From an optimization exercise on the open Yosys and OpenROAD flow, aimed at small area, a short achievable clock period and few clock cycles per item; shortcuts taken in it are not production practice. Where RTL was checked, it was by simulation tests only, not by an equivalence proof against the original.

job 101:
==> flow/design.v <==
`timescale 1ns / 1ps
module crc_generator(
input clk,reset,
input s_axis_input_tvalid,
output logic s_axis_input_tready,
input [7:0]s_axis_input_tdata,
input s_axis_input_tlast,
output logic m_axis_output_tvalid,
input  m_axis_output_tready,
output logic [7:0]m_axis_output_tdata,
output logic m_axis_output_tlast
    );
logic [23:0] crc;
logic [7:0]  skid_data;
logic        skid_valid;
logic [1:0]  emit_cnt;       
logic        emit;           
wire s_fire  = s_axis_input_tvalid & s_axis_input_tready;
wire o_free  = ~m_axis_output_tvalid | m_axis_output_tready;
wire ld_crc  = emit & ~skid_valid;
wire o_load  = o_free & (skid_valid | emit | s_axis_input_tvalid);
wire skid_take = s_fire & (skid_valid | emit | ~o_free);
wire [23:0] crc_next = crc24_d8(crc, m_axis_output_tdata);
function [23:0] crc24_d8(input [23:0] c, input [7:0] d);
    integer k;
    reg [23:0] r;
    begin
        r = c;
        for (k = 7; k >= 0; k = k - 1)
            r = {r[22:0], 1'b0} ^ ((d[k] ^ r[23]) ? 24'h864CFB : 24'h0);
        crc24_d8 = r;
    end
endfunction
wire [1:0] emit_cnt_n = (s_fire & s_axis_input_tlast) ? 2'd3 :
                        (o_free & ld_crc) ? emit_cnt - 2'd1 : emit_cnt;
wire       skid_valid_n = skid_take | (skid_valid & ~o_free);
always @(posedge clk) begin
    if (reset) begin
        crc <= 24'h0;
        m_axis_output_tdata <= 8'h0;
        skid_valid <= 1'b0;
        emit_cnt <= 2'd0;
        emit <= 1'b0;
        m_axis_output_tvalid <= 1'b0;
        s_axis_input_tready <= 1'b1;
    end else begin
        if (o_load) begin
            crc <= crc_next;
            m_axis_output_tdata <= skid_valid ? skid_data :
                                   emit ? crc_next[23:16] : s_axis_input_tdata;
        end
        skid_valid <= skid_valid_n;
        emit_cnt <= emit_cnt_n;
        emit <= (emit_cnt_n != 2'd0);
        if (o_free)
            m_axis_output_tvalid <= o_load;
        s_axis_input_tready <= ~skid_valid_n & (emit_cnt_n == 2'd0);
    end
end
always @(posedge clk) begin
    if (o_load)
        m_axis_output_tlast <= ld_crc & (emit_cnt == 2'd1);
    if (skid_take)
        skid_data <= s_axis_input_tdata;
end
endmodule
make LEC_CHECK=0 CAP_MARGIN=20 CORE_MARGIN=2 CORE_UTILIZATION=50 SETUP_SLACK_MARGIN=3.5 SLEW_MARGIN=20 finish   # period 5.5 ns
run.sh (not shown) runs the stock make flow with config.mk's settings and CLKGATE_MAP_FILE= SYNTH_SCRIPT=/design/flow/synth_recipe.tcl, a recipe that flattens the netlist after the stock synthesis.
Testbench counts of job 101, summed over its fixed seeds: cycles 15,304, blocks 64.
Input-level comparison between job 102 and job 101:
==> flow/design.v <==
`timescale 1ns / 1ps
module crc_generator(
input clk,reset,
input s_axis_input_tvalid,
output logic s_axis_input_tready,
input [7:0]s_axis_input_tdata,
input s_axis_input_tlast,
output logic m_axis_output_tvalid,
input  m_axis_output_tready,
output logic [7:0]m_axis_output_tdata,
output logic m_axis_output_tlast
    );
logic [23:0] crc;
logic [7:0]  skid_data;
logic        skid_valid;
logic [1:0]  emit_cnt;       
logic        emit;           
logic        first;          
wire s_fire  = s_axis_input_tvalid & s_axis_input_tready;
wire o_free  = ~m_axis_output_tvalid | m_axis_output_tready;
wire ld_crc  = emit & ~skid_valid;
wire o_load  = o_free & (skid_valid | emit | s_axis_input_tvalid);
wire skid_take = s_fire & (skid_valid | emit | ~o_free);
wire [23:0] crc_next = first ? 24'h0 : crc24_d8(crc, m_axis_output_tdata);
function [23:0] crc24_d8(input [23:0] c, input [7:0] d);
    integer k;
    reg [23:0] r;
    begin
        r = c;
        for (k = 7; k >= 0; k = k - 1)
            r = {r[22:0], 1'b0} ^ ((d[k] ^ r[23]) ? 24'h864CFB : 24'h0);
        crc24_d8 = r;
    end
endfunction
wire [1:0] emit_cnt_n = (s_fire & s_axis_input_tlast) ? 2'd3 :
                        (o_free & ld_crc) ? emit_cnt - 2'd1 : emit_cnt;
wire       skid_valid_n = skid_take | (skid_valid & ~o_free);
always @(posedge clk) begin
    if (reset) begin
        skid_valid <= 1'b0;
        emit_cnt <= 2'd0;
        emit <= 1'b0;
        first <= 1'b1;
        m_axis_output_tvalid <= 1'b0;
        s_axis_input_tready <= 1'b1;
    end else begin
        if (o_load)
            first <= 1'b0;
        skid_valid <= skid_valid_n;
        emit_cnt <= emit_cnt_n;
        emit <= (emit_cnt_n != 2'd0);
        if (o_free)
            m_axis_output_tvalid <= o_load;
        s_axis_input_tready <= ~skid_valid_n & (emit_cnt_n == 2'd0);
    end
end
always @(posedge clk) begin
    if (o_load) begin
        crc <= crc_next;
        m_axis_output_tdata <= skid_valid ? skid_data :
                               emit ? crc_next[23:16] : s_axis_input_tdata;
        m_axis_output_tlast <= ld_crc & (emit_cnt == 2'd1);
    end
    if (skid_take)
        skid_data <= s_axis_input_tdata;
end
endmodule
==> run summary <==
- Count of inverters other than clock inverters in the layout: job 102 and job 101 compared, lower one is job 102
- Job 101 tops out at a higher clock frequency than job 102.
- For job 101, the critical-path cell with the highest stage delay was sky130_fd_sc_hd__or4_4, unlike job 102, where it was sky130_fd_sc_hd__xnor3_2.
- Synthesized cell area of job 102 exceeds that of job 101 by a few percent.
- [compare] base=job 101 new=job 102: worst hold slack went up 0.072 ns; layout overhead on the synthesized area went up 3.6 points; share of cell area taken by flip-flops and latches went up 6.7 points; number of standard cells after synthesis went down 58.
- Going from job 101 to job 102, flip-flop and latch count after synthesis grows by about 2%.
- Job 101 → job 102: summed area of non-filler cells in the final layout up about 6%, level count of the clock H-tree ~0 delta, final critical-path required period increased by 0.11 ns relative to the old numbers.
- On net count after synthesis, the lower figure sits with job 102, not job 101.
- Headroom to the max-slew limit: job 102 vs job 101 down 13 points
The RTL of job 102 was laid out without a check of its function.

========
== the previous run ==
Starting RTL as in the previous note.
==> flow/design.v (excerpt) <==
module crc_generator(
input clk,reset,
input s_axis_input_tvalid,
output logic s_axis_input_tready,
input [7:0]s_axis_input_tdata,
input s_axis_input_tlast,
output logic m_axis_output_tvalid,
input  m_axis_output_tready,
output logic [7:0]m_axis_output_tdata,
output logic m_axis_output_tlast
    );
==> module crc_generator, before the edit <==
module crc_generator(
input clk,reset,
input s_axis_input_tvalid,
output logic s_axis_input_tready,
input [7:0]s_axis_input_tdata,
input s_axis_input_tlast,
output logic m_axis_output_tvalid,
input  m_axis_output_tready,
output logic [7:0]m_axis_output_tdata,
output logic m_axis_output_tlast
    );
logic [23:0] crc;
logic [7:0]  skid_data;
logic        skid_valid;
logic [1:0]  emit_cnt;       
logic        emit;           
wire s_fire  = s_axis_input_tvalid & s_axis_input_tready;
wire o_free  = ~m_axis_output_tvalid | m_axis_output_tready;
wire ld_crc  = emit & ~skid_valid;
wire o_load  = o_free & (skid_valid | emit | s_axis_input_tvalid);
wire skid_take = s_fire & (skid_valid | emit | ~o_free);
wire [23:0] crc_next = crc24_d8(crc, m_axis_output_tdata);
function [23:0] crc24_d8(input [23:0] c, input [7:0] d);
    integer k;
    reg [23:0] r;
    begin
        r = c;
        for (k = 7; k >= 0; k = k - 1)
            r = {r[22:0], 1'b0} ^ ((d[k] ^ r[23]) ? 24'h864CFB : 24'h0);
        crc24_d8 = r;
    end
endfunction
wire [1:0] emit_cnt_n = (s_fire & s_axis_input_tlast) ? 2'd3 :
                        (o_free & ld_crc) ? emit_cnt - 2'd1 : emit_cnt;
wire       skid_valid_n = skid_take | (skid_valid & ~o_free);
always @(posedge clk) begin
    if (reset) begin
        crc <= 24'h0;
        m_axis_output_tdata <= 8'h0;
        skid_valid <= 1'b0;
        emit_cnt <= 2'd0;
        emit <= 1'b0;
        m_axis_output_tvalid <= 1'b0;
        s_axis_input_tready <= 1'b1;
    end else begin
        if (o_load) begin
            crc <= crc_next;
            m_axis_output_tdata <= skid_valid ? skid_data :
                                   emit ? crc_next[23:16] : s_axis_input_tdata;
        end
        skid_valid <= skid_valid_n;
        emit_cnt <= emit_cnt_n;
        emit <= (emit_cnt_n != 2'd0);
        if (o_free)
            m_axis_output_tvalid <= o_load;
        s_axis_input_tready <= ~skid_valid_n & (emit_cnt_n == 2'd0);
    end
end
always @(posedge clk) begin
    if (o_load)
        m_axis_output_tlast <= ld_crc & (emit_cnt == 2'd1);
    if (skid_take)
        skid_data <= s_axis_input_tdata;
end
endmodule
clock: 5.5 ns
lec_check: 0
cap_margin: 20
core_margin: 2
core_utilization: 50
setup_slack_margin: 3.0
slew_margin: 20
Testbench counts of the previous run, summed over its fixed seeds: cycles 15,304, blocks 64.
The following lists how the current run was set up differently from the previous run:
==> flow/design.v <==
`timescale 1ns / 1ps
module crc_generator(
input clk,reset,
input s_axis_input_tvalid,
output logic s_axis_input_tready,
input [7:0]s_axis_input_tdata,
input s_axis_input_tlast,
output logic m_axis_output_tvalid,
input  m_axis_output_tready,
output logic [7:0]m_axis_output_tdata,
output logic m_axis_output_tlast
    );
logic [23:0] crc;
logic [7:0]  skid_data;
logic        skid_valid;
logic        skid_last;
logic [1:0]  emit_cnt;       
wire s_fire  = s_axis_input_tvalid & s_axis_input_tready;
wire o_free  = ~m_axis_output_tvalid | m_axis_output_tready;
wire       ld_skid = skid_valid;
wire       ld_crc  = ~skid_valid & (emit_cnt != 2'd0);
wire       ld_in   = ~skid_valid & (emit_cnt == 2'd0) & s_fire;
wire       o_load  = o_free & (ld_skid | ld_crc | ld_in);
wire [7:0] o_byte  = ld_skid ? skid_data : (ld_crc ? crc[23:16] : s_axis_input_tdata);
wire       o_dlast = ld_skid ? skid_last : s_axis_input_tlast;    
wire [23:0] crc_next = crc24_d8(crc, o_byte);
function [23:0] crc24_d8(input [23:0] c, input [7:0] d);
    integer k;
    reg [23:0] r;
    begin
        r = c;
        for (k = 7; k >= 0; k = k - 1)
            r = {r[22:0], 1'b0} ^ ((d[k] ^ r[23]) ? 24'h864CFB : 24'h0);
        crc24_d8 = r;
    end
endfunction
wire skid_take = s_fire & ~(o_free & ~skid_valid & (emit_cnt == 2'd0));
wire       skid_valid_n = skid_take | (skid_valid & ~o_free);
wire [1:0] emit_n       = (o_load & ~ld_crc & o_dlast) ? 2'd3 :
                          (o_load & ld_crc) ? emit_cnt - 2'd1 : emit_cnt;
always @(posedge clk) begin
    if (reset) begin
        crc <= 24'h0;
        skid_valid <= 1'b0;
        emit_cnt <= 2'd0;
        m_axis_output_tvalid <= 1'b0;
        s_axis_input_tready <= 1'b1;
    end else begin
        if (o_load)
            crc <= crc_next;
        emit_cnt <= emit_n;
        skid_valid <= skid_valid_n;
        if (o_free)
            m_axis_output_tvalid <= ld_skid | ld_crc | ld_in;
        s_axis_input_tready <= ~skid_valid_n & (emit_n == 2'd0);
    end
end
always @(posedge clk) begin
    if (o_load) begin
        m_axis_output_tdata <= o_byte;
        m_axis_output_tlast <= ld_crc & (emit_cnt == 2'd1);
    end
    if (skid_take) begin
        skid_data <= s_axis_input_tdata;
        skid_last <= s_axis_input_tlast;
    end
end
endmodule
==> run summary <==
The current run ran to completion and came out clean on the timing, design-rule and antenna checks.
The current run vs the previous run: number of global-route vias before repair up in the current run
Number of vias in the routed layout on the current run is up relative to the previous run.
The final reports for the current run and the previous run show wire length of the first global-routing pass higher in the former.
Of the two values seen for cell at the slowest stage of the critical path, or3b_4 was produced by the current run and clkdlybuf4s50_1 by the previous run.
Of the previous run and the current run, the previous run shows the lower fill cell total of the finished layout, with the current run above it.
Relative to the previous run, the horizontal die dimension measured on the current run has increased by a few percent.
The current run — share of cell area taken by multi-input logic gates 0.91 points lower, the previous run as reference
Taking the previous run as the reference, in the current run H-tree level count barely changed, die area climbed 510 um2, number of standard cells in the layout, taps in and fillers out climbed 8.9%, share of the clock period used by the worst path after layout climbed 0.36 points.
Testbench counts of the current run, summed over its fixed seeds: cycles 15,304, blocks 64.

========
crc_generator, a different RTL version from the one above (not shown whole).
Size: roughly 210 cells after synthesis, roughly 24 I/O pins.
==> module crc_generator, before the edit <==
module crc_generator(
input clk,reset,
input s_axis_input_tvalid,
output logic s_axis_input_tready,
input [7:0]s_axis_input_tdata,
input s_axis_input_tlast,
output logic m_axis_output_tvalid,
input  m_axis_output_tready,
output logic [7:0]m_axis_output_tdata,
output logic m_axis_output_tlast
    );
logic [23:0] crc;
logic [1:0]  emit_cnt;       
wire o_free  = ~m_axis_output_tvalid | m_axis_output_tready;
wire ld_crc  = (emit_cnt != 2'd0);
assign s_axis_input_tready = o_free & ~ld_crc;
wire ld_in   = s_axis_input_tvalid & s_axis_input_tready;
wire o_load  = ld_in | (o_free & ld_crc);
wire [7:0] o_byte = ld_crc ? crc[23:16] : s_axis_input_tdata;
wire [23:0] crc_next = crc24_d8(crc, o_byte);
function [23:0] crc24_d8(input [23:0] c, input [7:0] d);
    integer k;
    reg [23:0] r;
    begin
        r = c;
        for (k = 7; k >= 0; k = k - 1)
            r = {r[22:0], 1'b0} ^ ((d[k] ^ r[23]) ? 24'h864CFB : 24'h0);
        crc24_d8 = r;
    end
endfunction
always @(posedge clk) begin
    if (reset) begin
        crc <= 24'h0;
        emit_cnt <= 2'd0;
        m_axis_output_tvalid <= 1'b0;
    end else begin
        if (o_load)
            crc <= crc_next;
        if (ld_in & s_axis_input_tlast)
            emit_cnt <= 2'd3;
        else if (o_free & ld_crc)
            emit_cnt <= emit_cnt - 2'd1;
        if (o_free)
            m_axis_output_tvalid <= o_load;
    end
end
always @(posedge clk) begin
    if (o_load) begin
        m_axis_output_tdata <= o_byte;
        m_axis_output_tlast <= ld_crc & (emit_cnt == 2'd1);
    end
end
endmodule
clock: 5.5 ns
lec_check: 0
cap_margin: 20
core_margin: 2
core_utilization: 50
slew_margin: 20
The first run went through all stages and came out clean.
Testbench counts at the start, summed over its fixed seeds: cycles 15,304, blocks 64.
Rerun with:
==> flow/design.v (replaced) <==
`timescale 1ns / 1ps
module crc_generator(
input clk,reset,
input s_axis_input_tvalid,
output logic s_axis_input_tready,
input [7:0]s_axis_input_tdata,
input s_axis_input_tlast,
output logic m_axis_output_tvalid,
input  m_axis_output_tready,
output logic [7:0]m_axis_output_tdata,
output logic m_axis_output_tlast
    );
logic [23:0] crc;
logic [7:0]  skid_data;
logic        skid_valid;
logic        skid_last;
logic [1:0]  emit_cnt;       
wire s_fire  = s_axis_input_tvalid & s_axis_input_tready;
wire o_free  = ~m_axis_output_tvalid | m_axis_output_tready;
wire       ld_skid = skid_valid;
wire       ld_crc  = ~skid_valid & (emit_cnt != 2'd0);
wire       ld_in   = ~skid_valid & (emit_cnt == 2'd0) & s_fire;
wire       o_load  = o_free & (ld_skid | ld_crc | ld_in);
wire [7:0] o_byte  = ld_skid ? skid_data : (ld_crc ? crc[23:16] : s_axis_input_tdata);
wire       o_dlast = ld_skid ? skid_last : s_axis_input_tlast;    
wire [23:0] crc_next = crc24_d8(crc, o_byte);
function [23:0] crc24_d8(input [23:0] c, input [7:0] d);
    integer k;
    reg [23:0] r;
    begin
        r = c;
        for (k = 7; k >= 0; k = k - 1)
            r = {r[22:0], 1'b0} ^ ((d[k] ^ r[23]) ? 24'h864CFB : 24'h0);
        crc24_d8 = r;
    end
endfunction
wire skid_take = s_fire & ~(o_free & ~skid_valid & (emit_cnt == 2'd0));
wire       skid_valid_n = skid_take | (skid_valid & ~o_free);
wire [1:0] emit_n       = (o_load & ~ld_crc & o_dlast) ? 2'd3 :
                          (o_load & ld_crc) ? emit_cnt - 2'd1 : emit_cnt;
always @(posedge clk) begin
    if (reset) begin
        crc <= 24'h0;
        skid_valid <= 1'b0;
        emit_cnt <= 2'd0;
        m_axis_output_tvalid <= 1'b0;
        s_axis_input_tready <= 1'b1;
    end else begin
        if (o_load)
            crc <= crc_next;
        emit_cnt <= emit_n;
        skid_valid <= skid_valid_n;
        if (o_free)
            m_axis_output_tvalid <= ld_skid | ld_crc | ld_in;
        s_axis_input_tready <= ~skid_valid_n & (emit_n == 2'd0);
    end
end
always @(posedge clk) begin
    if (o_load) begin
        m_axis_output_tdata <= o_byte;
        m_axis_output_tlast <= ld_crc & (emit_cnt == 2'd1);
    end
    if (skid_take) begin
        skid_data <= s_axis_input_tdata;
        skid_last <= s_axis_input_tlast;
    end
end
endmodule
Setup slack is better by 0.34 ns.
First-iteration DRC count went up to 3.0 times its value.
Core utilization went down by 3.2 points.
Sequential share of layout area went up by 2.2 points.
Worst hold slack is worse by 0.0080 ns.
Count of clock-buffer cells in the layout went down by 1.
Flip-flop and latch count went up by 11.
Testbench counts after the change, summed over its fixed seeds: cycles 15,304, blocks 64.

-- what the ideal ports hide --
The flow's constraints put no driver on any port. The routed layouts listed below were extracted and timed again, unchanged, in two steps.
Step 1 assumes that a clkbuf_16 drives the clock port and a buf_2 every other input.
Step 2, shift: input delay + t, output delay - t, t = (earliest + latest rising clock arrival at the registers) / 2. This alone moves slack from input paths to output paths.
a / b / c = no drivers / after step 1 / after step 2; a / b = the first two.
run | shift t [ns] | slack for setup (ns) | worst setup path at the end | latest minus earliest clock arrival (ns) | cell pins on the clock port's net
job 101 | 0.331 | 3.476 / 3.476 / 3.152 | input to register | 0.002 / 0.003 | 1
job 102 | 0.333 | 3.369 / 3.369 / 3.237 | input to register | 0.012 / 0.013 | 1
the previous run | 0.323 | 3.044 / 3.039 / 2.723 | input to register | 0.005 / 0.006 | 1
the current run | 0.324 | 3.024 / 3.008 / 2.684 | input to register | 0.008 / 0.008 | 1
the first run of note 3 | 0.312 | 2.014 / 2.016 / 1.704 | input to register | 0.002 / 0.002 | 1
the second run of note 3 | 0.317 | 2.358 / 2.358 / 2.154 | input to register | 0.004 / 0.003 | 1
After both steps setup and hold are still met in every run listed. For the current run, which loses most, drivers alone change the setup slack by -0.016 ns; drivers and shift together by -0.340 ns.
